This design comes from an exercise in tuning for small area and a short achievable clock period on the open sky130 flow, not from production work.
The RTL was checked by simulation tests, not by an equivalence proof against the original design.
The flow treats the clock pin as an ideal source, which a real chip does not have.

--- config.mk ---
export PLATFORM = sky130hd
export DESIGN_NAME = booth_mult_top
export DESIGN_NICKNAME = booth_mult_top
export VERILOG_FILES = /design/flow/design.v
export SDC_FILE = /design/flow/constraint.sdc
export NUM_CORES = 4
export LEC_CHECK = 0
export CAP_MARGIN = 20
export CORE_MARGIN = 2
export CORE_UTILIZATION = 40
export SETUP_SLACK_MARGIN = 2
export SLEW_MARGIN = 20
export SYNTH_HIERARCHICAL = 1
--- constraint.sdc ---
create_clock -name core_clock -period 8.5 [get_ports {clk}]
set_input_delay 1.7000 -clock core_clock [delete_from_list [all_inputs] [get_ports {clk}]]
set_output_delay 1.7000 -clock core_clock [all_outputs]
set_load 0.01 [all_outputs]
--- design.v ---
module booth_mult_top (
  input  wire        clk,
  input  wire [15:0] x,
  input  wire [15:0] y,
  output reg  [31:0] p
);
  reg  [15:0] x_q, y_q;
  wire [31:0] p_d;
  always @(posedge clk) begin
    x_q <= x;
    y_q <= y;
    p   <= p_d;
  end
  booth_mult u_mult (.p(p_d), .x(x_q), .y(y_q));
endmodule

module booth_mult (p, x, y);
input  [15:0] x, y;
output [31:0] p;
wire one0;
wire two0;
wire neg0;
wire pp0_0;
wire pp0_1;
wire pp0_2;
wire pp0_3;
wire pp0_4;
wire pp0_5;
wire pp0_6;
wire pp0_7;
wire pp0_8;
wire pp0_9;
wire pp0_10;
wire pp0_11;
wire pp0_12;
wire pp0_13;
wire pp0_14;
wire pp0_15;
wire pp0_16;
wire nneg0_16;
wire one1;
wire two1;
wire neg1;
wire pp1_0;
wire pp1_1;
wire pp1_2;
wire pp1_3;
wire pp1_4;
wire pp1_5;
wire pp1_6;
wire pp1_7;
wire pp1_8;
wire pp1_9;
wire pp1_10;
wire pp1_11;
wire pp1_12;
wire pp1_13;
wire pp1_14;
wire pp1_15;
wire pp1_16;
wire nneg1_16;
wire one2;
wire two2;
wire neg2;
wire pp2_0;
wire pp2_1;
wire pp2_2;
wire pp2_3;
wire pp2_4;
wire pp2_5;
wire pp2_6;
wire pp2_7;
wire pp2_8;
wire pp2_9;
wire pp2_10;
wire pp2_11;
wire pp2_12;
wire pp2_13;
wire pp2_14;
wire pp2_15;
wire pp2_16;
wire nneg2_16;
wire one3;
wire two3;
wire neg3;
wire pp3_0;
wire pp3_1;
wire pp3_2;
wire pp3_3;
wire pp3_4;
wire pp3_5;
wire pp3_6;
wire pp3_7;
wire pp3_8;
wire pp3_9;
wire pp3_10;
wire pp3_11;
wire pp3_12;
wire pp3_13;
wire pp3_14;
wire pp3_15;
wire pp3_16;
wire nneg3_16;
wire one4;
wire two4;
wire neg4;
wire pp4_0;
wire pp4_1;
wire pp4_2;
wire pp4_3;
wire pp4_4;
wire pp4_5;
wire pp4_6;
wire pp4_7;
wire pp4_8;
wire pp4_9;
wire pp4_10;
wire pp4_11;
wire pp4_12;
wire pp4_13;
wire pp4_14;
wire pp4_15;
wire pp4_16;
wire nneg4_16;
wire one5;
wire two5;
wire neg5;
wire pp5_0;
wire pp5_1;
wire pp5_2;
wire pp5_3;
wire pp5_4;
wire pp5_5;
wire pp5_6;
wire pp5_7;
wire pp5_8;
wire pp5_9;
wire pp5_10;
wire pp5_11;
wire pp5_12;
wire pp5_13;
wire pp5_14;
wire pp5_15;
wire pp5_16;
wire nneg5_16;
wire one6;
wire two6;
wire neg6;
wire pp6_0;
wire pp6_1;
wire pp6_2;
wire pp6_3;
wire pp6_4;
wire pp6_5;
wire pp6_6;
wire pp6_7;
wire pp6_8;
wire pp6_9;
wire pp6_10;
wire pp6_11;
wire pp6_12;
wire pp6_13;
wire pp6_14;
wire pp6_15;
wire pp6_16;
wire nneg6_16;
wire one7;
wire two7;
wire neg7;
wire pp7_0;
wire pp7_1;
wire pp7_2;
wire pp7_3;
wire pp7_4;
wire pp7_5;
wire pp7_6;
wire pp7_7;
wire pp7_8;
wire pp7_9;
wire pp7_10;
wire pp7_11;
wire pp7_12;
wire pp7_13;
wire pp7_14;
wire pp7_15;
wire pp7_16;
wire nneg7_16;
wire s1;
wire c2;
wire s3;
wire c4;
wire s5;
wire c6;
wire s7;
wire c8;
wire s9;
wire c10;
wire s11;
wire c12;
wire s13;
wire c14;
wire s15;
wire c16;
wire s17;
wire c18;
wire s19;
wire c20;
wire s21;
wire c22;
wire s23;
wire c24;
wire s25;
wire c26;
wire s27;
wire c28;
wire s29;
wire c30;
wire s31;
wire c32;
wire s33;
wire c34;
wire s35;
wire c36;
wire s37;
wire c38;
wire s39;
wire c40;
wire s41;
wire c42;
wire s43;
wire c44;
wire s45;
wire c46;
wire s47;
wire c48;
wire s49;
wire c50;
wire s51;
wire c52;
wire s53;
wire c54;
wire s55;
wire c56;
wire s57;
wire c58;
wire s59;
wire c60;
wire s61;
wire c62;
wire s63;
wire c64;
wire s65;
wire c66;
wire s67;
wire c68;
wire s69;
wire c70;
wire s71;
wire c72;
wire s73;
wire c74;
wire s75;
wire c76;
wire s77;
wire c78;
wire s79;
wire c80;
wire s81;
wire c82;
wire s83;
wire c84;
wire s85;
wire c86;
wire s87;
wire c88;
wire s89;
wire c90;
wire s91;
wire c92;
wire s93;
wire c94;
wire s95;
wire c96;
wire s97;
wire c98;
wire s99;
wire c100;
wire s101;
wire c102;
wire s103;
wire c104;
wire s105;
wire c106;
wire s107;
wire c108;
wire s109;
wire c110;
wire s111;
wire c112;
wire s113;
wire c114;
wire s115;
wire c116;
wire s117;
wire c118;
wire s119;
wire c120;
wire s121;
wire c122;
wire s123;
wire c124;
wire s125;
wire c126;
wire s127;
wire c128;
wire s129;
wire c130;
wire s131;
wire c132;
wire s133;
wire c134;
wire s135;
wire c136;
wire s137;
wire c138;
wire s139;
wire c140;
wire s141;
wire c142;
wire s143;
wire c144;
wire s145;
wire c146;
wire s147;
wire c148;
wire s149;
wire c150;
wire s151;
wire c152;
wire s153;
wire c154;
wire s155;
wire c156;
wire s157;
wire c158;
wire s159;
wire c160;
wire s161;
wire c162;
wire s163;
wire c164;
wire s165;
wire c166;
wire s167;
wire c168;
wire s169;
wire c170;
wire s171;
wire c172;
wire s173;
wire c174;
wire s175;
wire c176;
wire s177;
wire c178;
wire s179;
wire c180;
wire s181;
wire c182;
wire s183;
wire c184;
wire s185;
wire c186;
wire s187;
wire c188;
wire s189;
wire c190;
wire s191;
wire c192;
wire s193;
wire c194;
wire s195;
wire c196;
wire s197;
wire c198;
wire s199;
wire c200;
wire s201;
wire c202;
wire s203;
wire c204;
wire s205;
wire c206;
wire s207;
wire c208;
wire s209;
wire c210;
wire s211;
wire c212;
wire s213;
wire c214;
wire s215;
wire c216;
wire s217;
wire c218;
wire s219;
wire c220;
wire s221;
wire c222;
wire s223;
wire c224;
mbenc ue0 (.y2(y[1]), .y1(y[0]), .y0(1'b0), .one(one0), .two(two0), .neg(neg0));
assign pp0_0 = ((x[0] & one0) | (1'b0 & two0)) ^ neg0;
mbpp up0_1 (.a(x[1]), .b(x[0]), .one(one0), .two(two0), .neg(neg0), .pp(pp0_1));
mbpp up0_2 (.a(x[2]), .b(x[1]), .one(one0), .two(two0), .neg(neg0), .pp(pp0_2));
mbpp up0_3 (.a(x[3]), .b(x[2]), .one(one0), .two(two0), .neg(neg0), .pp(pp0_3));
mbpp up0_4 (.a(x[4]), .b(x[3]), .one(one0), .two(two0), .neg(neg0), .pp(pp0_4));
mbpp up0_5 (.a(x[5]), .b(x[4]), .one(one0), .two(two0), .neg(neg0), .pp(pp0_5));
mbpp up0_6 (.a(x[6]), .b(x[5]), .one(one0), .two(two0), .neg(neg0), .pp(pp0_6));
mbpp up0_7 (.a(x[7]), .b(x[6]), .one(one0), .two(two0), .neg(neg0), .pp(pp0_7));
mbpp up0_8 (.a(x[8]), .b(x[7]), .one(one0), .two(two0), .neg(neg0), .pp(pp0_8));
mbpp up0_9 (.a(x[9]), .b(x[8]), .one(one0), .two(two0), .neg(neg0), .pp(pp0_9));
mbpp up0_10 (.a(x[10]), .b(x[9]), .one(one0), .two(two0), .neg(neg0), .pp(pp0_10));
mbpp up0_11 (.a(x[11]), .b(x[10]), .one(one0), .two(two0), .neg(neg0), .pp(pp0_11));
mbpp up0_12 (.a(x[12]), .b(x[11]), .one(one0), .two(two0), .neg(neg0), .pp(pp0_12));
mbpp up0_13 (.a(x[13]), .b(x[12]), .one(one0), .two(two0), .neg(neg0), .pp(pp0_13));
mbpp up0_14 (.a(x[14]), .b(x[13]), .one(one0), .two(two0), .neg(neg0), .pp(pp0_14));
mbpp up0_15 (.a(x[15]), .b(x[14]), .one(one0), .two(two0), .neg(neg0), .pp(pp0_15));
assign nneg0_16 = ~neg0;
mbpp up0_16 (.a(x[15]), .b(x[15]), .one(one0), .two(two0), .neg(nneg0_16), .pp(pp0_16));
mbenc ue1 (.y2(y[3]), .y1(y[2]), .y0(y[1]), .one(one1), .two(two1), .neg(neg1));
assign pp1_0 = ((x[0] & one1) | (1'b0 & two1)) ^ neg1;
mbpp up1_1 (.a(x[1]), .b(x[0]), .one(one1), .two(two1), .neg(neg1), .pp(pp1_1));
mbpp up1_2 (.a(x[2]), .b(x[1]), .one(one1), .two(two1), .neg(neg1), .pp(pp1_2));
mbpp up1_3 (.a(x[3]), .b(x[2]), .one(one1), .two(two1), .neg(neg1), .pp(pp1_3));
mbpp up1_4 (.a(x[4]), .b(x[3]), .one(one1), .two(two1), .neg(neg1), .pp(pp1_4));
mbpp up1_5 (.a(x[5]), .b(x[4]), .one(one1), .two(two1), .neg(neg1), .pp(pp1_5));
mbpp up1_6 (.a(x[6]), .b(x[5]), .one(one1), .two(two1), .neg(neg1), .pp(pp1_6));
mbpp up1_7 (.a(x[7]), .b(x[6]), .one(one1), .two(two1), .neg(neg1), .pp(pp1_7));
mbpp up1_8 (.a(x[8]), .b(x[7]), .one(one1), .two(two1), .neg(neg1), .pp(pp1_8));
mbpp up1_9 (.a(x[9]), .b(x[8]), .one(one1), .two(two1), .neg(neg1), .pp(pp1_9));
mbpp up1_10 (.a(x[10]), .b(x[9]), .one(one1), .two(two1), .neg(neg1), .pp(pp1_10));
mbpp up1_11 (.a(x[11]), .b(x[10]), .one(one1), .two(two1), .neg(neg1), .pp(pp1_11));
mbpp up1_12 (.a(x[12]), .b(x[11]), .one(one1), .two(two1), .neg(neg1), .pp(pp1_12));
mbpp up1_13 (.a(x[13]), .b(x[12]), .one(one1), .two(two1), .neg(neg1), .pp(pp1_13));
mbpp up1_14 (.a(x[14]), .b(x[13]), .one(one1), .two(two1), .neg(neg1), .pp(pp1_14));
mbpp up1_15 (.a(x[15]), .b(x[14]), .one(one1), .two(two1), .neg(neg1), .pp(pp1_15));
assign nneg1_16 = ~neg1;
mbpp up1_16 (.a(x[15]), .b(x[15]), .one(one1), .two(two1), .neg(nneg1_16), .pp(pp1_16));
mbenc ue2 (.y2(y[5]), .y1(y[4]), .y0(y[3]), .one(one2), .two(two2), .neg(neg2));
assign pp2_0 = ((x[0] & one2) | (1'b0 & two2)) ^ neg2;
mbpp up2_1 (.a(x[1]), .b(x[0]), .one(one2), .two(two2), .neg(neg2), .pp(pp2_1));
mbpp up2_2 (.a(x[2]), .b(x[1]), .one(one2), .two(two2), .neg(neg2), .pp(pp2_2));
mbpp up2_3 (.a(x[3]), .b(x[2]), .one(one2), .two(two2), .neg(neg2), .pp(pp2_3));
mbpp up2_4 (.a(x[4]), .b(x[3]), .one(one2), .two(two2), .neg(neg2), .pp(pp2_4));
mbpp up2_5 (.a(x[5]), .b(x[4]), .one(one2), .two(two2), .neg(neg2), .pp(pp2_5));
mbpp up2_6 (.a(x[6]), .b(x[5]), .one(one2), .two(two2), .neg(neg2), .pp(pp2_6));
mbpp up2_7 (.a(x[7]), .b(x[6]), .one(one2), .two(two2), .neg(neg2), .pp(pp2_7));
mbpp up2_8 (.a(x[8]), .b(x[7]), .one(one2), .two(two2), .neg(neg2), .pp(pp2_8));
mbpp up2_9 (.a(x[9]), .b(x[8]), .one(one2), .two(two2), .neg(neg2), .pp(pp2_9));
mbpp up2_10 (.a(x[10]), .b(x[9]), .one(one2), .two(two2), .neg(neg2), .pp(pp2_10));
mbpp up2_11 (.a(x[11]), .b(x[10]), .one(one2), .two(two2), .neg(neg2), .pp(pp2_11));
mbpp up2_12 (.a(x[12]), .b(x[11]), .one(one2), .two(two2), .neg(neg2), .pp(pp2_12));
mbpp up2_13 (.a(x[13]), .b(x[12]), .one(one2), .two(two2), .neg(neg2), .pp(pp2_13));
mbpp up2_14 (.a(x[14]), .b(x[13]), .one(one2), .two(two2), .neg(neg2), .pp(pp2_14));
mbpp up2_15 (.a(x[15]), .b(x[14]), .one(one2), .two(two2), .neg(neg2), .pp(pp2_15));
assign nneg2_16 = ~neg2;
mbpp up2_16 (.a(x[15]), .b(x[15]), .one(one2), .two(two2), .neg(nneg2_16), .pp(pp2_16));
mbenc ue3 (.y2(y[7]), .y1(y[6]), .y0(y[5]), .one(one3), .two(two3), .neg(neg3));
assign pp3_0 = ((x[0] & one3) | (1'b0 & two3)) ^ neg3;
mbpp up3_1 (.a(x[1]), .b(x[0]), .one(one3), .two(two3), .neg(neg3), .pp(pp3_1));
mbpp up3_2 (.a(x[2]), .b(x[1]), .one(one3), .two(two3), .neg(neg3), .pp(pp3_2));
mbpp up3_3 (.a(x[3]), .b(x[2]), .one(one3), .two(two3), .neg(neg3), .pp(pp3_3));
mbpp up3_4 (.a(x[4]), .b(x[3]), .one(one3), .two(two3), .neg(neg3), .pp(pp3_4));
mbpp up3_5 (.a(x[5]), .b(x[4]), .one(one3), .two(two3), .neg(neg3), .pp(pp3_5));
mbpp up3_6 (.a(x[6]), .b(x[5]), .one(one3), .two(two3), .neg(neg3), .pp(pp3_6));
mbpp up3_7 (.a(x[7]), .b(x[6]), .one(one3), .two(two3), .neg(neg3), .pp(pp3_7));
mbpp up3_8 (.a(x[8]), .b(x[7]), .one(one3), .two(two3), .neg(neg3), .pp(pp3_8));
mbpp up3_9 (.a(x[9]), .b(x[8]), .one(one3), .two(two3), .neg(neg3), .pp(pp3_9));
mbpp up3_10 (.a(x[10]), .b(x[9]), .one(one3), .two(two3), .neg(neg3), .pp(pp3_10));
mbpp up3_11 (.a(x[11]), .b(x[10]), .one(one3), .two(two3), .neg(neg3), .pp(pp3_11));
mbpp up3_12 (.a(x[12]), .b(x[11]), .one(one3), .two(two3), .neg(neg3), .pp(pp3_12));
mbpp up3_13 (.a(x[13]), .b(x[12]), .one(one3), .two(two3), .neg(neg3), .pp(pp3_13));
mbpp up3_14 (.a(x[14]), .b(x[13]), .one(one3), .two(two3), .neg(neg3), .pp(pp3_14));
mbpp up3_15 (.a(x[15]), .b(x[14]), .one(one3), .two(two3), .neg(neg3), .pp(pp3_15));
assign nneg3_16 = ~neg3;
mbpp up3_16 (.a(x[15]), .b(x[15]), .one(one3), .two(two3), .neg(nneg3_16), .pp(pp3_16));
mbenc ue4 (.y2(y[9]), .y1(y[8]), .y0(y[7]), .one(one4), .two(two4), .neg(neg4));
assign pp4_0 = ((x[0] & one4) | (1'b0 & two4)) ^ neg4;
mbpp up4_1 (.a(x[1]), .b(x[0]), .one(one4), .two(two4), .neg(neg4), .pp(pp4_1));
mbpp up4_2 (.a(x[2]), .b(x[1]), .one(one4), .two(two4), .neg(neg4), .pp(pp4_2));
mbpp up4_3 (.a(x[3]), .b(x[2]), .one(one4), .two(two4), .neg(neg4), .pp(pp4_3));
mbpp up4_4 (.a(x[4]), .b(x[3]), .one(one4), .two(two4), .neg(neg4), .pp(pp4_4));
mbpp up4_5 (.a(x[5]), .b(x[4]), .one(one4), .two(two4), .neg(neg4), .pp(pp4_5));
mbpp up4_6 (.a(x[6]), .b(x[5]), .one(one4), .two(two4), .neg(neg4), .pp(pp4_6));
mbpp up4_7 (.a(x[7]), .b(x[6]), .one(one4), .two(two4), .neg(neg4), .pp(pp4_7));
mbpp up4_8 (.a(x[8]), .b(x[7]), .one(one4), .two(two4), .neg(neg4), .pp(pp4_8));
mbpp up4_9 (.a(x[9]), .b(x[8]), .one(one4), .two(two4), .neg(neg4), .pp(pp4_9));
mbpp up4_10 (.a(x[10]), .b(x[9]), .one(one4), .two(two4), .neg(neg4), .pp(pp4_10));
mbpp up4_11 (.a(x[11]), .b(x[10]), .one(one4), .two(two4), .neg(neg4), .pp(pp4_11));
mbpp up4_12 (.a(x[12]), .b(x[11]), .one(one4), .two(two4), .neg(neg4), .pp(pp4_12));
mbpp up4_13 (.a(x[13]), .b(x[12]), .one(one4), .two(two4), .neg(neg4), .pp(pp4_13));
mbpp up4_14 (.a(x[14]), .b(x[13]), .one(one4), .two(two4), .neg(neg4), .pp(pp4_14));
mbpp up4_15 (.a(x[15]), .b(x[14]), .one(one4), .two(two4), .neg(neg4), .pp(pp4_15));
assign nneg4_16 = ~neg4;
mbpp up4_16 (.a(x[15]), .b(x[15]), .one(one4), .two(two4), .neg(nneg4_16), .pp(pp4_16));
mbenc ue5 (.y2(y[11]), .y1(y[10]), .y0(y[9]), .one(one5), .two(two5), .neg(neg5));
assign pp5_0 = ((x[0] & one5) | (1'b0 & two5)) ^ neg5;
mbpp up5_1 (.a(x[1]), .b(x[0]), .one(one5), .two(two5), .neg(neg5), .pp(pp5_1));
mbpp up5_2 (.a(x[2]), .b(x[1]), .one(one5), .two(two5), .neg(neg5), .pp(pp5_2));
mbpp up5_3 (.a(x[3]), .b(x[2]), .one(one5), .two(two5), .neg(neg5), .pp(pp5_3));
mbpp up5_4 (.a(x[4]), .b(x[3]), .one(one5), .two(two5), .neg(neg5), .pp(pp5_4));
mbpp up5_5 (.a(x[5]), .b(x[4]), .one(one5), .two(two5), .neg(neg5), .pp(pp5_5));
mbpp up5_6 (.a(x[6]), .b(x[5]), .one(one5), .two(two5), .neg(neg5), .pp(pp5_6));
mbpp up5_7 (.a(x[7]), .b(x[6]), .one(one5), .two(two5), .neg(neg5), .pp(pp5_7));
mbpp up5_8 (.a(x[8]), .b(x[7]), .one(one5), .two(two5), .neg(neg5), .pp(pp5_8));
mbpp up5_9 (.a(x[9]), .b(x[8]), .one(one5), .two(two5), .neg(neg5), .pp(pp5_9));
mbpp up5_10 (.a(x[10]), .b(x[9]), .one(one5), .two(two5), .neg(neg5), .pp(pp5_10));
mbpp up5_11 (.a(x[11]), .b(x[10]), .one(one5), .two(two5), .neg(neg5), .pp(pp5_11));
mbpp up5_12 (.a(x[12]), .b(x[11]), .one(one5), .two(two5), .neg(neg5), .pp(pp5_12));
mbpp up5_13 (.a(x[13]), .b(x[12]), .one(one5), .two(two5), .neg(neg5), .pp(pp5_13));
mbpp up5_14 (.a(x[14]), .b(x[13]), .one(one5), .two(two5), .neg(neg5), .pp(pp5_14));
mbpp up5_15 (.a(x[15]), .b(x[14]), .one(one5), .two(two5), .neg(neg5), .pp(pp5_15));
assign nneg5_16 = ~neg5;
mbpp up5_16 (.a(x[15]), .b(x[15]), .one(one5), .two(two5), .neg(nneg5_16), .pp(pp5_16));
mbenc ue6 (.y2(y[13]), .y1(y[12]), .y0(y[11]), .one(one6), .two(two6), .neg(neg6));
assign pp6_0 = ((x[0] & one6) | (1'b0 & two6)) ^ neg6;
mbpp up6_1 (.a(x[1]), .b(x[0]), .one(one6), .two(two6), .neg(neg6), .pp(pp6_1));
mbpp up6_2 (.a(x[2]), .b(x[1]), .one(one6), .two(two6), .neg(neg6), .pp(pp6_2));
mbpp up6_3 (.a(x[3]), .b(x[2]), .one(one6), .two(two6), .neg(neg6), .pp(pp6_3));
mbpp up6_4 (.a(x[4]), .b(x[3]), .one(one6), .two(two6), .neg(neg6), .pp(pp6_4));
mbpp up6_5 (.a(x[5]), .b(x[4]), .one(one6), .two(two6), .neg(neg6), .pp(pp6_5));
mbpp up6_6 (.a(x[6]), .b(x[5]), .one(one6), .two(two6), .neg(neg6), .pp(pp6_6));
mbpp up6_7 (.a(x[7]), .b(x[6]), .one(one6), .two(two6), .neg(neg6), .pp(pp6_7));
mbpp up6_8 (.a(x[8]), .b(x[7]), .one(one6), .two(two6), .neg(neg6), .pp(pp6_8));
mbpp up6_9 (.a(x[9]), .b(x[8]), .one(one6), .two(two6), .neg(neg6), .pp(pp6_9));
mbpp up6_10 (.a(x[10]), .b(x[9]), .one(one6), .two(two6), .neg(neg6), .pp(pp6_10));
mbpp up6_11 (.a(x[11]), .b(x[10]), .one(one6), .two(two6), .neg(neg6), .pp(pp6_11));
mbpp up6_12 (.a(x[12]), .b(x[11]), .one(one6), .two(two6), .neg(neg6), .pp(pp6_12));
mbpp up6_13 (.a(x[13]), .b(x[12]), .one(one6), .two(two6), .neg(neg6), .pp(pp6_13));
mbpp up6_14 (.a(x[14]), .b(x[13]), .one(one6), .two(two6), .neg(neg6), .pp(pp6_14));
mbpp up6_15 (.a(x[15]), .b(x[14]), .one(one6), .two(two6), .neg(neg6), .pp(pp6_15));
assign nneg6_16 = ~neg6;
mbpp up6_16 (.a(x[15]), .b(x[15]), .one(one6), .two(two6), .neg(nneg6_16), .pp(pp6_16));
mbenc ue7 (.y2(y[15]), .y1(y[14]), .y0(y[13]), .one(one7), .two(two7), .neg(neg7));
assign pp7_0 = ((x[0] & one7) | (1'b0 & two7)) ^ neg7;
mbpp up7_1 (.a(x[1]), .b(x[0]), .one(one7), .two(two7), .neg(neg7), .pp(pp7_1));
mbpp up7_2 (.a(x[2]), .b(x[1]), .one(one7), .two(two7), .neg(neg7), .pp(pp7_2));
mbpp up7_3 (.a(x[3]), .b(x[2]), .one(one7), .two(two7), .neg(neg7), .pp(pp7_3));
mbpp up7_4 (.a(x[4]), .b(x[3]), .one(one7), .two(two7), .neg(neg7), .pp(pp7_4));
mbpp up7_5 (.a(x[5]), .b(x[4]), .one(one7), .two(two7), .neg(neg7), .pp(pp7_5));
mbpp up7_6 (.a(x[6]), .b(x[5]), .one(one7), .two(two7), .neg(neg7), .pp(pp7_6));
mbpp up7_7 (.a(x[7]), .b(x[6]), .one(one7), .two(two7), .neg(neg7), .pp(pp7_7));
mbpp up7_8 (.a(x[8]), .b(x[7]), .one(one7), .two(two7), .neg(neg7), .pp(pp7_8));
mbpp up7_9 (.a(x[9]), .b(x[8]), .one(one7), .two(two7), .neg(neg7), .pp(pp7_9));
mbpp up7_10 (.a(x[10]), .b(x[9]), .one(one7), .two(two7), .neg(neg7), .pp(pp7_10));
mbpp up7_11 (.a(x[11]), .b(x[10]), .one(one7), .two(two7), .neg(neg7), .pp(pp7_11));
mbpp up7_12 (.a(x[12]), .b(x[11]), .one(one7), .two(two7), .neg(neg7), .pp(pp7_12));
mbpp up7_13 (.a(x[13]), .b(x[12]), .one(one7), .two(two7), .neg(neg7), .pp(pp7_13));
mbpp up7_14 (.a(x[14]), .b(x[13]), .one(one7), .two(two7), .neg(neg7), .pp(pp7_14));
mbpp up7_15 (.a(x[15]), .b(x[14]), .one(one7), .two(two7), .neg(neg7), .pp(pp7_15));
assign nneg7_16 = ~neg7;
mbpp up7_16 (.a(x[15]), .b(x[15]), .one(one7), .two(two7), .neg(nneg7_16), .pp(pp7_16));
mha us1 (.a(neg5), .b(pp0_10), .s(s1), .co(c2));
mha us3 (.a(pp0_11), .b(pp1_9), .s(s3), .co(c4));
mfa us5 (.a(neg6), .b(pp0_12), .c(pp1_10), .s(s5), .co(c6));
mha us7 (.a(pp2_8), .b(pp3_6), .s(s7), .co(c8));
mfa us9 (.a(pp0_13), .b(pp1_11), .c(pp2_9), .s(s9), .co(c10));
mha us11 (.a(pp3_7), .b(pp4_5), .s(s11), .co(c12));
mfa us13 (.a(neg7), .b(pp0_14), .c(pp1_12), .s(s13), .co(c14));
mfa us15 (.a(pp2_10), .b(pp3_8), .c(pp4_6), .s(s15), .co(c16));
mha us17 (.a(pp5_4), .b(pp6_2), .s(s17), .co(c18));
mfa us19 (.a(pp0_15), .b(pp1_13), .c(pp2_11), .s(s19), .co(c20));
mfa us21 (.a(pp3_9), .b(pp4_7), .c(pp5_5), .s(s21), .co(c22));
mha us23 (.a(pp6_3), .b(pp7_1), .s(s23), .co(c24));
assign s25 = ~(pp0_16 ^ pp1_14);
assign c26 = pp0_16 | pp1_14;
mfa us27 (.a(pp2_12), .b(pp3_10), .c(pp4_8), .s(s27), .co(c28));
mfa us29 (.a(pp5_6), .b(pp6_4), .c(pp7_2), .s(s29), .co(c30));
assign s31 = ~(pp1_15 ^ pp2_13);
assign c32 = pp1_15 | pp2_13;
mfa us33 (.a(pp3_11), .b(pp4_9), .c(pp5_7), .s(s33), .co(c34));
mha us35 (.a(pp6_5), .b(pp7_3), .s(s35), .co(c36));
mfa us37 (.a(pp1_16), .b(pp2_14), .c(pp3_12), .s(s37), .co(c38));
mfa us39 (.a(pp4_10), .b(pp5_8), .c(pp6_6), .s(s39), .co(c40));
assign s41 = ~(pp2_15 ^ pp3_13);
assign c42 = pp2_15 | pp3_13;
mha us43 (.a(pp4_11), .b(pp5_9), .s(s43), .co(c44));
mfa us45 (.a(pp2_16), .b(pp3_14), .c(pp4_12), .s(s45), .co(c46));
mha us47 (.a(1'b1), .b(pp3_15), .s(s47), .co(c48));
mha us49 (.a(neg3), .b(pp0_6), .s(s49), .co(c50));
mha us51 (.a(pp0_7), .b(pp1_5), .s(s51), .co(c52));
mfa us53 (.a(neg4), .b(pp0_8), .c(pp1_6), .s(s53), .co(c54));
mha us55 (.a(pp2_4), .b(pp3_2), .s(s55), .co(c56));
mfa us57 (.a(pp0_9), .b(pp1_7), .c(pp2_5), .s(s57), .co(c58));
mha us59 (.a(pp3_3), .b(pp4_1), .s(s59), .co(c60));
mfa us61 (.a(pp1_8), .b(pp2_6), .c(pp3_4), .s(s61), .co(c62));
mfa us63 (.a(pp4_2), .b(pp5_0), .c(s1), .s(s63), .co(c64));
mfa us65 (.a(pp2_7), .b(pp3_5), .c(pp4_3), .s(s65), .co(c66));
mfa us67 (.a(pp5_1), .b(c2), .c(s3), .s(s67), .co(c68));
mfa us69 (.a(pp4_4), .b(pp5_2), .c(pp6_0), .s(s69), .co(c70));
mfa us71 (.a(c4), .b(s7), .c(s5), .s(s71), .co(c72));
mfa us73 (.a(pp5_3), .b(pp6_1), .c(c8), .s(s73), .co(c74));
mfa us75 (.a(s11), .b(c6), .c(s9), .s(s75), .co(c76));
mfa us77 (.a(pp7_0), .b(c12), .c(s17), .s(s77), .co(c78));
mfa us79 (.a(c10), .b(s13), .c(s15), .s(s79), .co(c80));
mfa us81 (.a(c18), .b(s23), .c(c14), .s(s81), .co(c82));
mfa us83 (.a(c16), .b(s19), .c(s21), .s(s83), .co(c84));
mfa us85 (.a(c24), .b(c20), .c(c22), .s(s85), .co(c86));
mfa us87 (.a(s25), .b(s27), .c(s29), .s(s87), .co(c88));
mfa us89 (.a(s35), .b(c26), .c(c28), .s(s89), .co(c90));
mfa us91 (.a(c30), .b(s31), .c(s33), .s(s91), .co(c92));
mfa us93 (.a(pp7_4), .b(c36), .c(c32), .s(s93), .co(c94));
mfa us95 (.a(c34), .b(s37), .c(s39), .s(s95), .co(c96));
mfa us97 (.a(pp6_7), .b(pp7_5), .c(s43), .s(s97), .co(c98));
mfa us99 (.a(c38), .b(c40), .c(s41), .s(s99), .co(c100));
mfa us101 (.a(pp5_10), .b(pp6_8), .c(pp7_6), .s(s101), .co(c102));
mfa us103 (.a(c44), .b(c42), .c(s45), .s(s103), .co(c104));
mfa us105 (.a(pp4_13), .b(pp5_11), .c(pp6_9), .s(s105), .co(c106));
mfa us107 (.a(pp7_7), .b(s47), .c(c46), .s(s107), .co(c108));
mfa us109 (.a(pp3_16), .b(pp4_14), .c(pp5_12), .s(s109), .co(c110));
mfa us111 (.a(pp6_10), .b(pp7_8), .c(c48), .s(s111), .co(c112));
assign s113 = ~(pp4_15 ^ pp5_13);
assign c114 = pp4_15 | pp5_13;
mha us115 (.a(pp6_11), .b(pp7_9), .s(s115), .co(c116));
mfa us117 (.a(pp4_16), .b(pp5_14), .c(pp6_12), .s(s117), .co(c118));
mha us119 (.a(1'b1), .b(pp5_15), .s(s119), .co(c120));
mha us121 (.a(neg2), .b(pp0_4), .s(s121), .co(c122));
mha us123 (.a(pp0_5), .b(pp1_3), .s(s123), .co(c124));
mfa us125 (.a(pp1_4), .b(pp2_2), .c(pp3_0), .s(s125), .co(c126));
mfa us127 (.a(pp2_3), .b(pp3_1), .c(c50), .s(s127), .co(c128));
mfa us129 (.a(pp4_0), .b(c52), .c(s55), .s(s129), .co(c130));
mfa us131 (.a(c56), .b(s59), .c(c54), .s(s131), .co(c132));
mfa us133 (.a(c60), .b(c58), .c(s61), .s(s133), .co(c134));
mfa us135 (.a(c62), .b(s65), .c(c64), .s(s135), .co(c136));
mfa us137 (.a(c66), .b(s69), .c(c68), .s(s137), .co(c138));
mfa us139 (.a(c70), .b(s73), .c(c72), .s(s139), .co(c140));
mfa us141 (.a(c74), .b(s77), .c(c76), .s(s141), .co(c142));
mfa us143 (.a(c78), .b(c80), .c(s81), .s(s143), .co(c144));
mfa us145 (.a(c82), .b(c84), .c(s85), .s(s145), .co(c146));
mfa us147 (.a(c86), .b(c88), .c(s89), .s(s147), .co(c148));
mfa us149 (.a(c90), .b(c92), .c(s93), .s(s149), .co(c150));
mfa us151 (.a(s97), .b(c94), .c(c96), .s(s151), .co(c152));
mfa us153 (.a(s101), .b(c98), .c(c100), .s(s153), .co(c154));
mfa us155 (.a(c102), .b(s105), .c(c104), .s(s155), .co(c156));
mfa us157 (.a(c106), .b(s109), .c(s111), .s(s157), .co(c158));
mfa us159 (.a(s115), .b(c110), .c(s113), .s(s159), .co(c160));
mfa us161 (.a(pp7_10), .b(c116), .c(c114), .s(s161), .co(c162));
mfa us163 (.a(pp6_13), .b(pp7_11), .c(s119), .s(s163), .co(c164));
mfa us165 (.a(pp5_16), .b(pp6_14), .c(pp7_12), .s(s165), .co(c166));
mha us167 (.a(1'b1), .b(pp6_15), .s(s167), .co(c168));
mha us169 (.a(neg1), .b(pp0_2), .s(s169), .co(c170));
mha us171 (.a(pp0_3), .b(pp1_1), .s(s171), .co(c172));
mfa us173 (.a(pp1_2), .b(pp2_0), .c(s121), .s(s173), .co(c174));
mfa us175 (.a(pp2_1), .b(c122), .c(s123), .s(s175), .co(c176));
mfa us177 (.a(c124), .b(s49), .c(s125), .s(s177), .co(c178));
mfa us179 (.a(s51), .b(c126), .c(s127), .s(s179), .co(c180));
mfa us181 (.a(s53), .b(c128), .c(s129), .s(s181), .co(c182));
mfa us183 (.a(s57), .b(c130), .c(s131), .s(s183), .co(c184));
mfa us185 (.a(s63), .b(c132), .c(s133), .s(s185), .co(c186));
mfa us187 (.a(s67), .b(c134), .c(s135), .s(s187), .co(c188));
mfa us189 (.a(s71), .b(c136), .c(s137), .s(s189), .co(c190));
mfa us191 (.a(s75), .b(c138), .c(s139), .s(s191), .co(c192));
mfa us193 (.a(s79), .b(c140), .c(s141), .s(s193), .co(c194));
mfa us195 (.a(s83), .b(c142), .c(s143), .s(s195), .co(c196));
mfa us197 (.a(s87), .b(c144), .c(s145), .s(s197), .co(c198));
mfa us199 (.a(s91), .b(c146), .c(s147), .s(s199), .co(c200));
mfa us201 (.a(s95), .b(c148), .c(s149), .s(s201), .co(c202));
mfa us203 (.a(s99), .b(c150), .c(s151), .s(s203), .co(c204));
mfa us205 (.a(s103), .b(c152), .c(s153), .s(s205), .co(c206));
mfa us207 (.a(s107), .b(c154), .c(s155), .s(s207), .co(c208));
mfa us209 (.a(c108), .b(s157), .c(c156), .s(s209), .co(c210));
mfa us211 (.a(c112), .b(s159), .c(c158), .s(s211), .co(c212));
mfa us213 (.a(s117), .b(c160), .c(s161), .s(s213), .co(c214));
mfa us215 (.a(c118), .b(s163), .c(c162), .s(s215), .co(c216));
mfa us217 (.a(c120), .b(s165), .c(c164), .s(s217), .co(c218));
mfa us219 (.a(pp7_13), .b(s167), .c(c166), .s(s219), .co(c220));
mfa us221 (.a(pp6_16), .b(pp7_14), .c(c168), .s(s221), .co(c222));
mha us223 (.a(1'b1), .b(pp7_15), .s(s223), .co(c224));
wire [31:0] ra = {1'b1, pp7_16, s223, s221, s219, s217, s215, s213, s211, s209, s207, s205, s203, s201, s199, s197, s195, s193, s191, s189, s187, s185, s183, s181, s179, s177, s175, s173, s171, pp1_0, pp0_1, neg0};
wire [31:0] rb = {1'b0, c224, c222, c220, c218, c216, c214, c212, c210, c208, c206, c204, c202, c200, c198, c196, c194, c192, c190, c188, c186, c184, c182, c180, c178, c176, c174, c172, c170, s169, 1'b0, pp0_0};
assign p = ra + rb;
endmodule
module mfa (a, b, c, s, co);
input a, b, c;
output s, co;
assign s = a ^ b ^ c;
assign co = (a & b) | (a & c) | (b & c);
endmodule
module mbenc (y2, y1, y0, one, two, neg);
input y2, y1, y0;
output one, two, neg;
assign one = y1 ^ y0;
assign two = (y2 & ~y1 & ~y0) | (~y2 & y1 & y0);
assign neg = y2;
endmodule
module mbpp (a, b, one, two, neg, pp);
input a, b, one, two, neg;
output pp;
assign pp = ((a & one) | (b & two)) ^ neg;
endmodule
module mha (a, b, s, co);
input a, b;
output s, co;
assign s = a ^ b;
assign co = a & b;
endmodule
--- flow/run.sh ---
#!/bin/bash
# Standard ORFS layout (standard.sh) with these changes:
# - port buffers of the smallest buffer cell;
# - every combinational cell set to its smallest size before the
#   floorplan's timing repair sizes up what the clock period needs
#   (flow/downsize.tcl);
export BUFFER_PORTS_ARGS="-buffer_cell sky130_fd_sc_hd__buf_1"
export PRE_FLOORPLAN_TCL=$PWD/flow/downsize.tcl
export POST_CTS_TCL=$PWD/flow/skew3.tcl
export SKEW_STAGES="${SKEW_STAGES:-dlygate4sd1_1 dlygate4sd1_1 dlygate4sd1_1 dlygate4sd1_1 dlygate4sd1_1 dlygate4sd1_1 dlygate4sd1_1 dlygate4sd1_1}"
export SKEW_TAPBUF=${SKEW_TAPBUF:-clkbuf_8}
export SKEW_HOLD_MIN=${SKEW_HOLD_MIN:-0.05}
export SKEW_PAD_ALLOW=${SKEW_PAD_ALLOW:-1.0}
export SKEW_SLACK_GIVE=${SKEW_SLACK_GIVE:-0.05}
export SKEW_PAD_CELL=${SKEW_PAD_CELL:-dlygate4sd3_1}
export SKEW_REGS="${SKEW_REGS:-^p\\\\?\\[}"
bash standard.sh finish > standard.log 2>&1
--- flow/downsize.tcl ---
# Set every combinational cell to the smallest-area cell of its footprint
# (same function); the flow's repair steps then size up what timing needs.
set n 0
foreach inst [get_cells *] {
  set lc [get_lib_cells -of_objects $inst]
  set name [get_name $lc]
  if {![regexp {^(sky130_fd_sc_hd__[a-z0-9]+)_[0-9]+$} $name -> base]} { continue }
  if {[regexp {df|dl|sdf|tap|conb|clkbuf_16|decap|fill} $base]} { continue }
  set best $name
  set best_area [get_property $lc area]
  foreach c [get_lib_cells ${base}_*] {
    set cn [get_name $c]
    if {![regexp "^${base}_\[0-9\]+\$" $cn]} { continue }
    if {[info exists ::env(DONT_USE_CELLS)] && [lsearch -exact $::env(DONT_USE_CELLS) $cn] >= 0} { continue }
    if {[regexp {lpflow|probe} $cn]} { continue }
    set a [get_property $c area]
    if {$a < $best_area} { set best $cn; set best_area $a }
  }
  if {$best ne $name} {
    replace_cell $inst [get_lib_cells $best]
    incr n
  }
}
puts "downsize: replaced $n cells"
--- flow/skew3.tcl ---
set block [ord::get_db_block]
set db [ord::get_db]
set stage_cells $::env(SKEW_STAGES)
set tapbuf $::env(SKEW_TAPBUF)
set regs_re $::env(SKEW_REGS)
set hold_min $::env(SKEW_HOLD_MIN)
set pad_allow $::env(SKEW_PAD_ALLOW)
set pad_cell $::env(SKEW_PAD_CELL)

set clk_port [$block findBTerm clk]
set root_net [$clk_port getNet]

set sinks {}
set sx 0; set sy 0
foreach inst [$block getInsts] {
  if {[regexp $regs_re [$inst getName]]} {
    lappend sinks $inst
    set loc [$inst getLocation]
    set sx [expr {$sx + [lindex $loc 0]}]
    set sy [expr {$sy + [lindex $loc 1]}]
  }
}
set n [llength $sinks]
if {$n == 0} { error "skew: no registers match $regs_re" }
set cx [expr {$sx / $n}]; set cy [expr {$sy / $n}]
set pl [$clk_port getBBox]
set px [expr {([$pl xMin] + [$pl xMax]) / 2}]
set py [expr {([$pl yMin] + [$pl yMax]) / 2}]

proc new_cell {cell name x y in_net} {
  set block [ord::get_db_block]
  set master [[ord::get_db] findMaster sky130_fd_sc_hd__$cell]
  if {$master eq "NULL"} { error "skew: no master $cell" }
  set inst [odb::dbInst_create $block $master $name]
  $inst setLocation [expr {int($x)}] [expr {int($y)}]
  $inst setPlacementStatus PLACED
  [$inst findITerm A] connect $in_net
  set out [odb::dbNet_create $block ${name}_net]
  $out setSigType CLOCK
  [$inst findITerm X] connect $out
  return [list $inst $out]
}

# chain and taps; tap j hangs after j stages
set taps {}
set prev $root_net
set len [llength $stage_cells]
for {set j 0} {$j <= $len} {incr j} {
  if {$j > 0} {
    set f [expr {double($j) / ($len + 1)}]
    lassign [new_cell [lindex $stage_cells [expr {$j - 1}]] skew_dly_$j \
      [expr {$px + ($cx - $px) * $f}] [expr {$py + ($cy - $py) * $f}] $prev] inst prev
  }
  lassign [new_cell $tapbuf skew_tap_$j $cx $cy $prev] tinst tnet
  lappend taps [list $tinst $tnet]
}
detailed_placement
estimate_parasitics -placement

proc reg_slacks {inst} {
  set name [$inst getName]
  set d [get_pins -of_objects [get_cells $name] -filter "direction == input"]
  set dpin ""
  foreach p $d { if {[get_property $p lib_pin_name] eq "D"} { set dpin $p } }
  set qpin ""
  foreach p [get_pins -of_objects [get_cells $name] -filter "direction == output"] { set qpin $p }
  return [list [get_property $dpin slack_max] [get_property $dpin slack_min] [get_property $qpin slack_max]]
}

# slacks of every register at every tap (tap -1: the CTS tree)
array set S {}
foreach inst $sinks {
  set ck [$inst findITerm CLK]
  set orig [$ck getNet]
  set nm [$inst getName]
  set S($nm,nets) [list $orig]
  lassign [reg_slacks $inst] s h o
  set S($nm,vals) [list [list $s $h $o]]
  foreach t $taps {
    lassign $t tinst tnet
    $ck disconnect
    $ck connect $tnet
    estimate_parasitics -placement
    lappend S($nm,nets) $tnet
    lappend S($nm,vals) [list {*}[reg_slacks $inst]]
  }
  $ck disconnect
  $ck connect $orig
}
estimate_parasitics -placement
# the slack every register can reach (hold made up by pads within pad_allow)
set V 1e9
foreach inst $sinks {
  set nm [$inst getName]
  set b -1e9
  foreach v $S($nm,vals) {
    lassign $v s h o
    if {$h >= $hold_min - $pad_allow} { set b [expr {max($b, min($s, $o))}] }
  }
  set V [expr {min($V, $b)}]
}
set V [expr {$V - $::env(SKEW_SLACK_GIVE)}]
puts "skew: slack every register can reach: [format %.3f $V]"
# each register: the earliest clock that reaches V without pads, else the
# one that reaches V with the most hold slack
foreach inst $sinks {
  set nm [$inst getName]
  set choice -1
  set i 0
  foreach v $S($nm,vals) {
    lassign $v s h o
    if {min($s, $o) >= $V && $h >= $hold_min} { set choice $i; break }
    incr i
  }
  if {$choice < 0} {
    set bh -1e9; set i 0
    foreach v $S($nm,vals) {
      lassign $v s h o
      if {min($s, $o) >= $V && $h > $bh} { set bh $h; set choice $i }
      incr i
    }
  }
  if {$choice < 0} { set choice 0 }
  set ck [$inst findITerm CLK]
  $ck disconnect
  $ck connect [lindex $S($nm,nets) $choice]
  lassign [lindex $S($nm,vals) $choice] s h o
  puts "skew: $nm -> [expr {$choice == 0 ? "tree" : "tap [expr {$choice - 1}]"}] setup [format %.3f $s] out [format %.3f $o] hold [format %.3f $h]"
}
estimate_parasitics -placement
# make up missing hold slack on short paths: put a delay cell in front of the
# input pin, on the register's shortest path, that has the most setup slack
set ws [worst_slack -max]
puts "skew: worst setup slack after taps [format %.3f $ws]"
set npad 0
proc dpin_of {inst} {
  foreach p [get_pins -of_objects [get_cells [$inst getName]] -filter "direction == input"] {
    if {[get_property $p lib_pin_name] eq "D"} { return $p }
  }
}
set pad_master [$db findMaster sky130_fd_sc_hd__$pad_cell]
foreach inst $sinks {
  set dpin [dpin_of $inst]
  for {set it 0} {$it < 12} {incr it} {
    set h [get_property $dpin slack_min]
    if {$h >= $hold_min} { break }
    set path [lindex [find_timing_paths -path_delay min -to $dpin -group_path_count 1] 0]
    set cand ""; set cand_s -1e9
    foreach pt [get_property $path points] {
      set pin [get_property $pt pin]
      if {[get_property $pin direction] ne "input"} { continue }
      if {[get_property $pin is_clock]} { continue }
      set sm [get_property $pin slack_max]
      if {$sm > $cand_s + 0.05} { set cand $pin; set cand_s $sm }
    }
    if {$cand eq "" || $cand_s < $ws + 0.6} {
      puts "skew: [$inst getName] hold [format %.3f $h], no pin to pad"
      break
    }
    set iname [get_name [get_cells -of_objects $cand]]
    set pname [get_property $cand lib_pin_name]
    set oinst [$block findInst $iname]
    set it_ [$oinst findITerm $pname]
    set net [$it_ getNet]
    set pi [odb::dbInst_create $block $pad_master skew_pad_$npad]
    set loc [$oinst getLocation]
    $pi setLocation [lindex $loc 0] [lindex $loc 1]
    $pi setPlacementStatus PLACED
    set nn [odb::dbNet_create $block skew_pad_${npad}_net]
    $it_ disconnect
    [$pi findITerm A] connect $net
    [$pi findITerm X] connect $nn
    $it_ connect $nn
    incr npad
    estimate_parasitics -placement
    puts "skew: [$inst getName] hold [format %.3f $h]: pad before $iname/$pname (setup slack [format %.3f $cand_s])"
  }
}
puts "skew: $npad pad cells"
# drop unused taps and chain ends, and clock buffers left without loads
set changed 1
while {$changed} {
  set changed 0
  foreach inst [$block getInsts] {
    set x [$inst findITerm X]
    if {$x eq "NULL"} { continue }
    set mname [[$inst getMaster] getName]
    if {![regexp {clkbuf|dlygate|clkdlybuf} $mname]} { continue }
    set net [$x getNet]
    if {$net eq "NULL"} { continue }
    if {[llength [$net getITerms]] == 1 && [llength [$net getBTerms]] == 0} {
      puts "skew: removing unloaded [$inst getName]"
      odb::dbInst_destroy $inst
      odb::dbNet_destroy $net
      set changed 1
    }
  }
}
detailed_placement
estimate_parasitics -placement
report_worst_slack -max
report_worst_slack -min
repair_timing_helper
detailed_placement
check_placement -verbose
estimate_parasitics -placement
report_worst_slack -max
report_worst_slack -min
--- standard.sh ---
#!/bin/bash
# synth_recipe.tcl (not shown) runs the flow's synth.tcl, then flattens the netlist and writes it again
# the make line also repeats each setting of config.mk as NAME=value (left out here)
make -C /OpenROAD-flow-scripts/flow DESIGN_CONFIG=/design/flow/config.mk WORK_HOME=/design/flow/orfs CLKGATE_MAP_FILE= SYNTH_SCRIPT=/design/flow/synth_recipe.tcl "${@:-finish}"
==> results of run 1 <==
-- routing by layer --
| layer | vias up | track usage, % | routed length, um |
|---|---|---|---|
| li1 | 3136 | - | - |
| met1 | 3157 | 31.19 | 10290 |
| met2 | 274 | 34.44 | 9753 |
| met3 | 46 | 6.494 | 1802 |
| met4 | 2 | 7.660 | 579 |
| met5 | - | 0 | 13 |
-- placed cells by master (no fill, tap or decap), drive strengths merged, types with 4 or more instances in the layout --
cell type,instances
a211oi,10
a21o,10
a21oi,25
a22oi,129
and2,4
and3,9
and4,4
buf,82
clkbuf,14
conb,7
dfxtp,64
dlygate4sd1,5
dlygate4sd3,46
fa,87
ha,56
inv,37
nand2,41
nand2b,11
nand3,4
nor2,26
nor3,8
nor4,4
o21a,5
o21ai,28
o21bai,7
o22ai,8
xnor2,149
xor2,16
-- registers in the layout, summed over array words and instances, names as in the netlist --
signal and cells:
p 32, x_q 16, y_q 16
-- metrics by stage --
stage | area [um2] | setup slack [ps] | std cells | hold WS, ps
finish | 9271 | 4247 | 1168 | 151.7
global route | 9271 | 3802 | 1168 | 264.0
detailed placement | 8318 | 1882 | 1096 | 892.0
global placement | 8310 | 1930 | 1096 | 892.9
floorplan | 7699 | 3461 | 795 | 826.4
-- worst paths after layout --
path / cells after the start / end / from / slack (ps)
setup / recovery: 1 / p[28] / p[28] / 4250
hold / removal: 9 / p[27] / y_q[15] / 150
hold reg to reg: 9 / p[27] / y_q[15] / 150
setup reg to reg: 14 / p[22] / y_q[3] / 4280
-- final cells by class, clock buffers not listed --
cell class	count	share of cell area, %
Clock inverter	7	1.350
Timing Repair Buffer	82	4.049
Inverter	34	1.377
Sequential cell	64	13.85
Buffer	56	6.181
Multi-Input combinational cell	682	67.61
Tap cell	234	3.158
==> flow_summary_export.csv, run 1 <==
group,metric,value,unit
routing,post_detailed_routing_wire_length,22.44,mm
setup_path,critPathKind,"register to output port",
sta,tightestPinTransition,942.5,ps
routing,vias_per_cell,5.664,
run_status,status,"finished clean",
synthesis,yosysWarningCount,7,
setup_path,critPathArrivalTime,2550,ps
sta,fin_crit_sh,50.03,%
setup_path,kind_of_cell_adding_the_most_delay_to_the_critical_path,"flip-flops",
sta,setup_tns,0,ps
setup_path,critical_path.max_fanout,1,
placed_design,buffer_ports.inserted,64,
routing,drtIter0Drc,547,
grt,first_pass_grt_wire_length,35.82,mm
layout,drive_gt1_share,5.353,%
routing,detailroute.via_count,6615,
setup_path,timing.critical_path.slowest_stage_cell,"dfxtp_1",
layout,antenna_cells,0,
sta,max_freq,235.1,MHz
grt,number_of_global_route_vias_before_repair,6573,
sta,finalCriticalPeriod,4253,ps
die,rows,50,
setup_path,path_buf_inv,1,
setup_path,cp-end-kind,"output port",
die,chipWidth,142.6,um
setup_path,cpPeakStageDelay,320,ps
die,die_area,0.02032,mm2
cts,cts.sink_count,64,
setup_path,worstSetupStartpointType,"register",
layout,final_nets,1105,
setup_path,cp_cell_sequence,"buf_1",
die,core_region_area,0.01877,mm2
layout,ff_latch_area,0.001284,mm2
die,floorplan.io_pins,65,
job,cap_viol_max_count,0,
setup_path,cp_data_required_time,6800,ps
cts,cts.reportedPaths.clkPinSlew,70,ps
sta,final.setup_skew,1737,ps
die,start_util,40.92,%
layout,multi_input_area,0.006269,mm2
cts,cts_tree,"built",
routing,firstDrtPassIters,5,
sta,worst_slew_margin_rel,36.50,%
grt,grt-ovfl-total,0,
placed_design,gp_congestion,0.8383,
sta,setup_viol,0,
sta,rsz0062_at_grt,"no",
grt,antenna_found_initial,3,
placed_design,dpl.hpwl,15.21,mm
routing,drtAntennaViolNets,0,
die,chipHeight,142.6,um
sta,timing_hold_violations_final,0,
routing,drc,0,
grt,global_route.usage.total,22.73,%
routing,routed_wire_length_per_instance,19.21,um
synthesis,synth_cells,790,
layout,finish.utilization,49.40,%
cts,clock_latency,2080,ps
grt,grt_start_max_net_pins,25,
hold_path,hold_class,"register to register",
sta,report.final.slew_viol_count,0,
layout,fillers,1782,
==> run 2: changes to the inputs <==
--- a/design.v
+++ b/design.v
@@ -680,5 +680,201 @@
 wire [31:0] ra = {1'b1, pp7_16, s223, s221, s219, s217, s215, s213, s211, s209, s207, s205, s203, s201, s199, s197, s195, s193, s191, s189, s187, s185, s183, s181, s179, s177, s175, s173, s171, pp1_0, pp0_1, neg0};
 wire [31:0] rb = {1'b0, c224, c222, c220, c218, c216, c214, c212, c210, c208, c206, c204, c202, c200, c198, c196, c194, c192, c190, c188, c186, c184, c182, c180, c178, c176, c174, c172, c170, s169, 1'b0, pp0_0};
-assign p = ra + rb;
+wire fg0 = neg0 & pp0_0;
+wire ft0 = neg0 ^ pp0_0;
+wire fg1 = pp0_1 & 1'b0;
+wire ft1 = pp0_1 ^ 1'b0;
+wire fg2 = pp1_0 & s169;
+wire ft2 = pp1_0 ^ s169;
+wire fg3 = s171 & c170;
+wire ft3 = s171 ^ c170;
+wire fg4 = s173 & c172;
+wire ft4 = s173 ^ c172;
+wire fg5 = s175 & c174;
+wire ft5 = s175 ^ c174;
+wire fg6 = s177 & c176;
+wire ft6 = s177 ^ c176;
+wire fg7 = s179 & c178;
+wire ft7 = s179 ^ c178;
+wire fg8 = s181 & c180;
+wire ft8 = s181 ^ c180;
+wire fg9 = s183 & c182;
+wire ft9 = s183 ^ c182;
+wire fg10 = s185 & c184;
+wire ft10 = s185 ^ c184;
+wire fg11 = s187 & c186;
+wire ft11 = s187 ^ c186;
+wire fg12 = s189 & c188;
+wire ft12 = s189 ^ c188;
+wire fg13 = s191 & c190;
+wire ft13 = s191 ^ c190;
+wire fg14 = s193 & c192;
+wire ft14 = s193 ^ c192;
+wire fg15 = s195 & c194;
+wire ft15 = s195 ^ c194;
+wire fg16 = s197 & c196;
+wire ft16 = s197 ^ c196;
+wire fg17 = s199 & c198;
+wire ft17 = s199 ^ c198;
+wire fg18 = s201 & c200;
+wire ft18 = s201 ^ c200;
+wire fg19 = s203 & c202;
+wire ft19 = s203 ^ c202;
+wire fg20 = s205 & c204;
+wire ft20 = s205 ^ c204;
+wire fg21 = s207 & c206;
+wire ft21 = s207 ^ c206;
+wire fg22 = s209 & c208;
+wire ft22 = s209 ^ c208;
+wire fg23 = s211 & c210;
+wire ft23 = s211 ^ c210;
+wire fg24 = s213 & c212;
+wire ft24 = s213 ^ c212;
+wire fg25 = s215 & c214;
+wire ft25 = s215 ^ c214;
+wire fg26 = s217 & c216;
+wire ft26 = s217 ^ c216;
+wire fg27 = s219 & c218;
+wire ft27 = s219 ^ c218;
+wire fg28 = s221 & c220;
+wire ft28 = s221 ^ c220;
+wire fg29 = s223 & c222;
+wire ft29 = s223 ^ c222;
+wire fg30 = pp7_16 & c224;
+wire ft30 = pp7_16 ^ c224;
+wire fg31 = 1'b1 & 1'b0;
+wire ft31 = 1'b1 ^ 1'b0;
+wire fG1 = fg1 | (ft1 & fg0);
+wire fP1 = ft1 & ft0;
+wire fG2 = fg2 | (ft2 & fG1);
+wire fP2 = ft2 & fP1;
+wire fG3 = fg3 | (ft3 & fG2);
+wire fP3 = ft3 & fP2;
+wire fG4 = fg4 | (ft4 & fG3);
+wire fP4 = ft4 & fP3;
+wire fG5 = fg5 | (ft5 & fG4);
+wire fP5 = ft5 & fP4;
+wire fG6 = fg6 | (ft6 & fG5);
+wire fP6 = ft6 & fP5;
+wire fG7 = fg8 | (ft8 & fg7);
+wire fP7 = ft8 & ft7;
+wire fG8 = fg10 | (ft10 & fg9);
+wire fP8 = ft10 & ft9;
+wire fG9 = fg12 | (ft12 & fg11);
+wire fP9 = ft12 & ft11;
+wire fG10 = fg14 | (ft14 & fg13);
+wire fP10 = ft14 & ft13;
+wire fG11 = fg16 | (ft16 & fg15);
+wire fP11 = ft16 & ft15;
+wire fG12 = fg18 | (ft18 & fg17);
+wire fP12 = ft18 & ft17;
+wire fG13 = fg20 | (ft20 & fg19);
+wire fP13 = ft20 & ft19;
+wire fG14 = fg22 | (ft22 & fg21);
+wire fP14 = ft22 & ft21;
+wire fG15 = fg24 | (ft24 & fg23);
+wire fP15 = ft24 & ft23;
+wire fG16 = fg26 | (ft26 & fg25);
+wire fP16 = ft26 & ft25;
+wire fG17 = fg28 | (ft28 & fg27);
+wire fP17 = ft28 & ft27;
+wire fG18 = fg30 | (ft30 & fg29);
+wire fP18 = ft30 & ft29;
+wire fG19 = fg7 | (ft7 & fG6);
+wire fP19 = ft7 & fP6;
+wire fG20 = fG7 | (fP7 & fG6);
+wire fP20 = fP7 & fP6;
+wire fG21 = fg11 | (ft11 & fG8);
+wire fP21 = ft11 & fP8;
+wire fG22 = fG9 | (fP9 & fG8);
+wire fP22 = fP9 & fP8;
+wire fG23 = fg15 | (ft15 & fG10);
+wire fP23 = ft15 & fP10;
+wire fG24 = fG11 | (fP11 & fG10);
+wire fP24 = fP11 & fP10;
+wire fG25 = fg19 | (ft19 & fG12);
+wire fP25 = ft19 & fP12;
+wire fG26 = fG13 | (fP13 & fG12);
+wire fP26 = fP13 & fP12;
+wire fG27 = fg23 | (ft23 & fG14);
+wire fP27 = ft23 & fP14;
+wire fG28 = fG15 | (fP15 & fG14);
+wire fP28 = fP15 & fP14;
+wire fG29 = fg27 | (ft27 & fG16);
+wire fP29 = ft27 & fP16;
+wire fG30 = fG17 | (fP17 & fG16);
+wire fP30 = fP17 & fP16;
+wire fG31 = fg31 | (ft31 & fG18);
+wire fP31 = ft31 & fP18;
+wire fG32 = fg9 | (ft9 & fG20);
+wire fP32 = ft9 & fP20;
+wire fG33 = fG8 | (fP8 & fG20);
+wire fP33 = fP8 & fP20;
+wire fG34 = fG21 | (fP21 & fG20);
+wire fP34 = fP21 & fP20;
+wire fG35 = fG22 | (fP22 & fG20);
+wire fP35 = fP22 & fP20;
+wire fG36 = fg17 | (ft17 & fG24);
+wire fP36 = ft17 & fP24;
+wire fG37 = fG12 | (fP12 & fG24);
+wire fP37 = fP12 & fP24;
+wire fG38 = fG25 | (fP25 & fG24);
+wire fP38 = fP25 & fP24;
+wire fG39 = fG26 | (fP26 & fG24);
+wire fP39 = fP26 & fP24;
+wire fG40 = fg25 | (ft25 & fG28);
+wire fP40 = ft25 & fP28;
+wire fG41 = fG16 | (fP16 & fG28);
+wire fP41 = fP16 & fP28;
+wire fG42 = fG29 | (fP29 & fG28);
+wire fP42 = fP29 & fP28;
+wire fG43 = fG30 | (fP30 & fG28);
+wire fP43 = fP30 & fP28;
+wire fG44 = fg13 | (ft13 & fG35);
+wire fP44 = ft13 & fP35;
+wire fG45 = fG10 | (fP10 & fG35);
+wire fP45 = fP10 & fP35;
+wire fG46 = fG23 | (fP23 & fG35);
+wire fP46 = fP23 & fP35;
+wire fG47 = fG24 | (fP24 & fG35);
+wire fP47 = fP24 & fP35;
+wire fG48 = fG36 | (fP36 & fG35);
+wire fP48 = fP36 & fP35;
+wire fG49 = fG37 | (fP37 & fG35);
+wire fP49 = fP37 & fP35;
+wire fG50 = fG38 | (fP38 & fG35);
+wire fP50 = fP38 & fP35;
+wire fG51 = fG39 | (fP39 & fG35);
+wire fP51 = fP39 & fP35;
+wire fG52 = fg29 | (ft29 & fG43);
+wire fP52 = ft29 & fP43;
+wire fG53 = fG18 | (fP18 & fG43);
+wire fP53 = fP18 & fP43;
+wire fG54 = fG31 | (fP31 & fG43);
+wire fP54 = fP31 & fP43;
+wire fG55 = fg21 | (ft21 & fG51);
+wire fP55 = ft21 & fP51;
+wire fG56 = fG14 | (fP14 & fG51);
+wire fP56 = fP14 & fP51;
+wire fG57 = fG27 | (fP27 & fG51);
+wire fP57 = fP27 & fP51;
+wire fG58 = fG28 | (fP28 & fG51);
+wire fP58 = fP28 & fP51;
+wire fG59 = fG40 | (fP40 & fG51);
+wire fP59 = fP40 & fP51;
+wire fG60 = fG41 | (fP41 & fG51);
+wire fP60 = fP41 & fP51;
+wire fG61 = fG42 | (fP42 & fG51);
+wire fP61 = fP42 & fP51;
+wire fG62 = fG43 | (fP43 & fG51);
+wire fP62 = fP43 & fP51;
+wire fG63 = fG52 | (fP52 & fG51);
+wire fP63 = fP52 & fP51;
+wire fG64 = fG53 | (fP53 & fG51);
+wire fP64 = fP53 & fP51;
+wire fG65 = fG54 | (fP54 & fG51);
+wire fP65 = fP54 & fP51;
+wire [31:0] carry = {fG64, fG63, fG62, fG61, fG60, fG59, fG58, fG57, fG56, fG55, fG51, fG50, fG49, fG48, fG47, fG46, fG45, fG44, fG35, fG34, fG33, fG32, fG20, fG19, fG6, fG5, fG4, fG3, fG2, fG1, fg0, 1'b0};
+wire [31:0] tt = {ft31, ft30, ft29, ft28, ft27, ft26, ft25, ft24, ft23, ft22, ft21, ft20, ft19, ft18, ft17, ft16, ft15, ft14, ft13, ft12, ft11, ft10, ft9, ft8, ft7, ft6, ft5, ft4, ft3, ft2, ft1, ft0};
+assign p = tt ^ carry;
 endmodule
 module mfa (a, b, c, s, co);
--- a/config.mk
+++ b/config.mk
@@ -9,5 +9,5 @@
 export CORE_MARGIN = 2
 export CORE_UTILIZATION = 40
-export SETUP_SLACK_MARGIN = 2
+export SETUP_SLACK_MARGIN = 3
 export SLEW_MARGIN = 20
 export SYNTH_HIERARCHICAL = 1
==> run 2 against run 1 <==
Still clean. Highest routed layer unchanged. Sequential cell count is the same. Via count shrank 16%. Largest cell class unchanged. Worst hold slack improved by 10 ps.
==> flow_summary_export.csv, run 2 <==
group,metric,value,unit
run_status,status,"finished clean",
setup_path,timing.rr.end,"p[25]",
sta,tightestPinTransition,922.5,ps
routing,drc,0,
routing,routed_wire_length_per_instance,19.52,um
synthesis,yosysWarningCount,7,
sta,setup_tns,0,ps
routing,post_detailed_routing_wire_length,19.43,mm
die,die_area,0.01837,mm2
placed_design,placement.cell_area,0.007581,mm2
sta,rsz0062_at_grt,"no",
die,floorplan.io_pins,65,
grt,global_route.usage.total,22.89,%
placed_design,gp_congestion,0.9035,
sta,setup_viol,0,
die,chipHeight,135.5,um
cts,cts_tree,"built",
setup_path,worstSetupStartpointType,"register",
grt,first_pass_grt_wire_length,32.05,mm
layout,drive_gt1_share,6.234,%
placed_design,detailedPlace.worstSlack,1686,ps
layout,antenna_cells,0,
setup_path,critPathArrivalTime,5500,ps
synthesis,synth_cells,646,
hold_path,hold_class,"register to register",
layout,final_common_cell,"xnor2_1",
sta,final.hold.worst_slack,162.1,ps
sta,worst_slew_margin_rel,38.41,%
cts,clock_latency,1690,ps
job,cap_viol_max_count,0,
sta,report.final.slew_viol_count,0,
routing,firstDrtPassIters,5,
routing,vias_per_cell,5.594,
placed_design,dpl.hpwl,13.00,mm
cts,cts.sink_count,64,
routing,drtIter0Drc,297,
die,chipWidth,135.5,um
sta,final.setup.worst_slack,4363,ps
layout,layout_common_cells,"xnor2_1 (145), a22oi_1 (128), fa_1 (96), buf_1 (64), dfxtp_1 (63)",
sta,finalCriticalPeriod,4137,ps
setup_path,rr_worst_depth,16,
setup_path,worstSetupEndpoint,"p[25]",
placed_design,buffer_ports.inserted,64,
setup_path,critPathKind,"register to register",
layout,fillers,1577,
layout,largest_reg_flops,32,
layout,finish.utilization,48.71,%
routing,drtAntennaViolNets,0,
sta,fin_crit_sh,48.67,%
sta,final.setup_skew,1352,ps
grt,grt-ovfl-total,0,
setup_path,worst_r2r_startpoint,"y_q[9]",
setup_path,worst_setup_path_startpoint,"y_q[9]",
layout,register_with_the_highest_flop_count,"p",
setup_path,cp-end-kind,"register",
setup_path,cp_data_required_time,9860,ps
cts,cts.reportedPaths.clkPinSlew,80,ps
setup_path,critical_path.max_fanout,23,
layout,postLayoutCellArea,0.008338,mm2
setup_path,setup_slack_of_the_most_critical_reg_to_reg_path,4360,ps
layout,final_nets,944,
die,rows,48,
routing,detailroute.via_count,5566,
die,core_region_area,0.01712,mm2
sta,timing_hold_violations_final,0,
grt,grt_start_max_net_pins,25,
grt,number_of_global_route_vias_before_repair,6041,
grt,antenna_found_initial,1,
layout,top_regs,"p (32), x_q (16), y_q (16)",
sta,max_freq,241.7,MHz
die,start_util,40.43,%
==> run 2: cell types whose count changed in the layout (fill, tap and decap cells not counted), sizes merged, moves of 6 or more <==
cell	before	now
dlygate4sd3	46	24
o21ai	28	7
nand2	41	23
nor2	26	11
a21oi	25	14
a211oi	10	1
and3	9	0
fa	87	96
ha	56	50
nor3	8	2
==> run 2: worst min-delay path by stage <==
| stage | start | end | slack (ps) | cells after the start |
|---|---|---|---|---|
| after floorplan | x_q[0] | p[0] | 710 | 2 |
| after global placement | x_q[0] | p[0] | 820 | 1 |
| after detailed placement | x_q[0] | p[0] | 810 | 1 |
| after global routing | y_q[15] | p[22] | 160 | 6 |
| final | y_q[15] | p[22] | 160 | 6 |
==> run 2: cell type report, clock buffers not listed <==
| type | count | area, um2 | share of cell area [%] |
|---|---|---|---|
| Multi-Input combinational cell | 545 | 5667 | 67.96 |
| Sequential cell | 64 | 1285 | 15.41 |
| Buffer | 34 | 352.8 | 4.232 |
| Timing Repair Buffer | 78 | 345.3 | 4.142 |
| Tap cell | 225 | 281.5 | 3.376 |
| Inverter | 33 | 123.9 | 1.486 |
| Clock inverter | 6 | 43.79 | 0.5252 |
==> run 2: per-stage QoR <==
step | cells
final | 995
after global routing | 995
after detailed placement | 945
after global placement | 945
after floorplan | 651
==> run 2: critical path: stages, from the launching register on <==
cell      delay, ps
dfxtp_1         300
buf_4           400
nand2b_1        160
o22ai_4         460
a22oi_1         150
xnor2_1         240
fa_1            510
fa_1            430
fa_1            530
fa_1            410
ha_1            350
a21oi_1         150
o21ai_1         100
a32oi_1         280
nand2_1         160
a311oi_1        340
xnor2_1         150
==> run 2: routing by layer <==
| layer | routed length (um) | global-route usage [%] |
|---|---|---|
| met3 | 1360 | 5.425 |
| met1 | 7674 | 27.86 |
| met4 | 788 | 10.65 |
| met5 | 13 | 0 |
| met2 | 9590 | 38.47 |

## re-timing with driven ports
The flow's constraints put no driver on any port. The routed layouts listed below were extracted and timed again, unchanged, in two steps.
Step 1 (the two cells are an assumption about what drives the block):
set clk [get_ports {clk}]
set_driving_cell -lib_cell sky130_fd_sc_hd__clkbuf_16 $clk
set_driving_cell -lib_cell sky130_fd_sc_hd__buf_2 [delete_from_list [all_inputs] $clk]
Step 2, shift: input delay + t, output delay - t, t = (earliest + latest rising clock arrival at the registers) / 2. This alone moves slack from input paths to output paths.
Slacks: ideal ports / drivers / drivers and shift; pairs: ideal ports / drivers.
run	shift t [ns]	setup WS [ns]	clock arrival spread, ns	worst data-port slew with drivers (ns)
run 1	1.258	4.247 / 4.201 / 4.281	1.738 / 1.738	0.03
run 2	1.060	4.363 / 4.363 / 4.363	1.358 / 1.358	0.03
In run 1 and run 2 the clock reaches the registers at very different times; t lies between them, and the last value is a rough guide only.
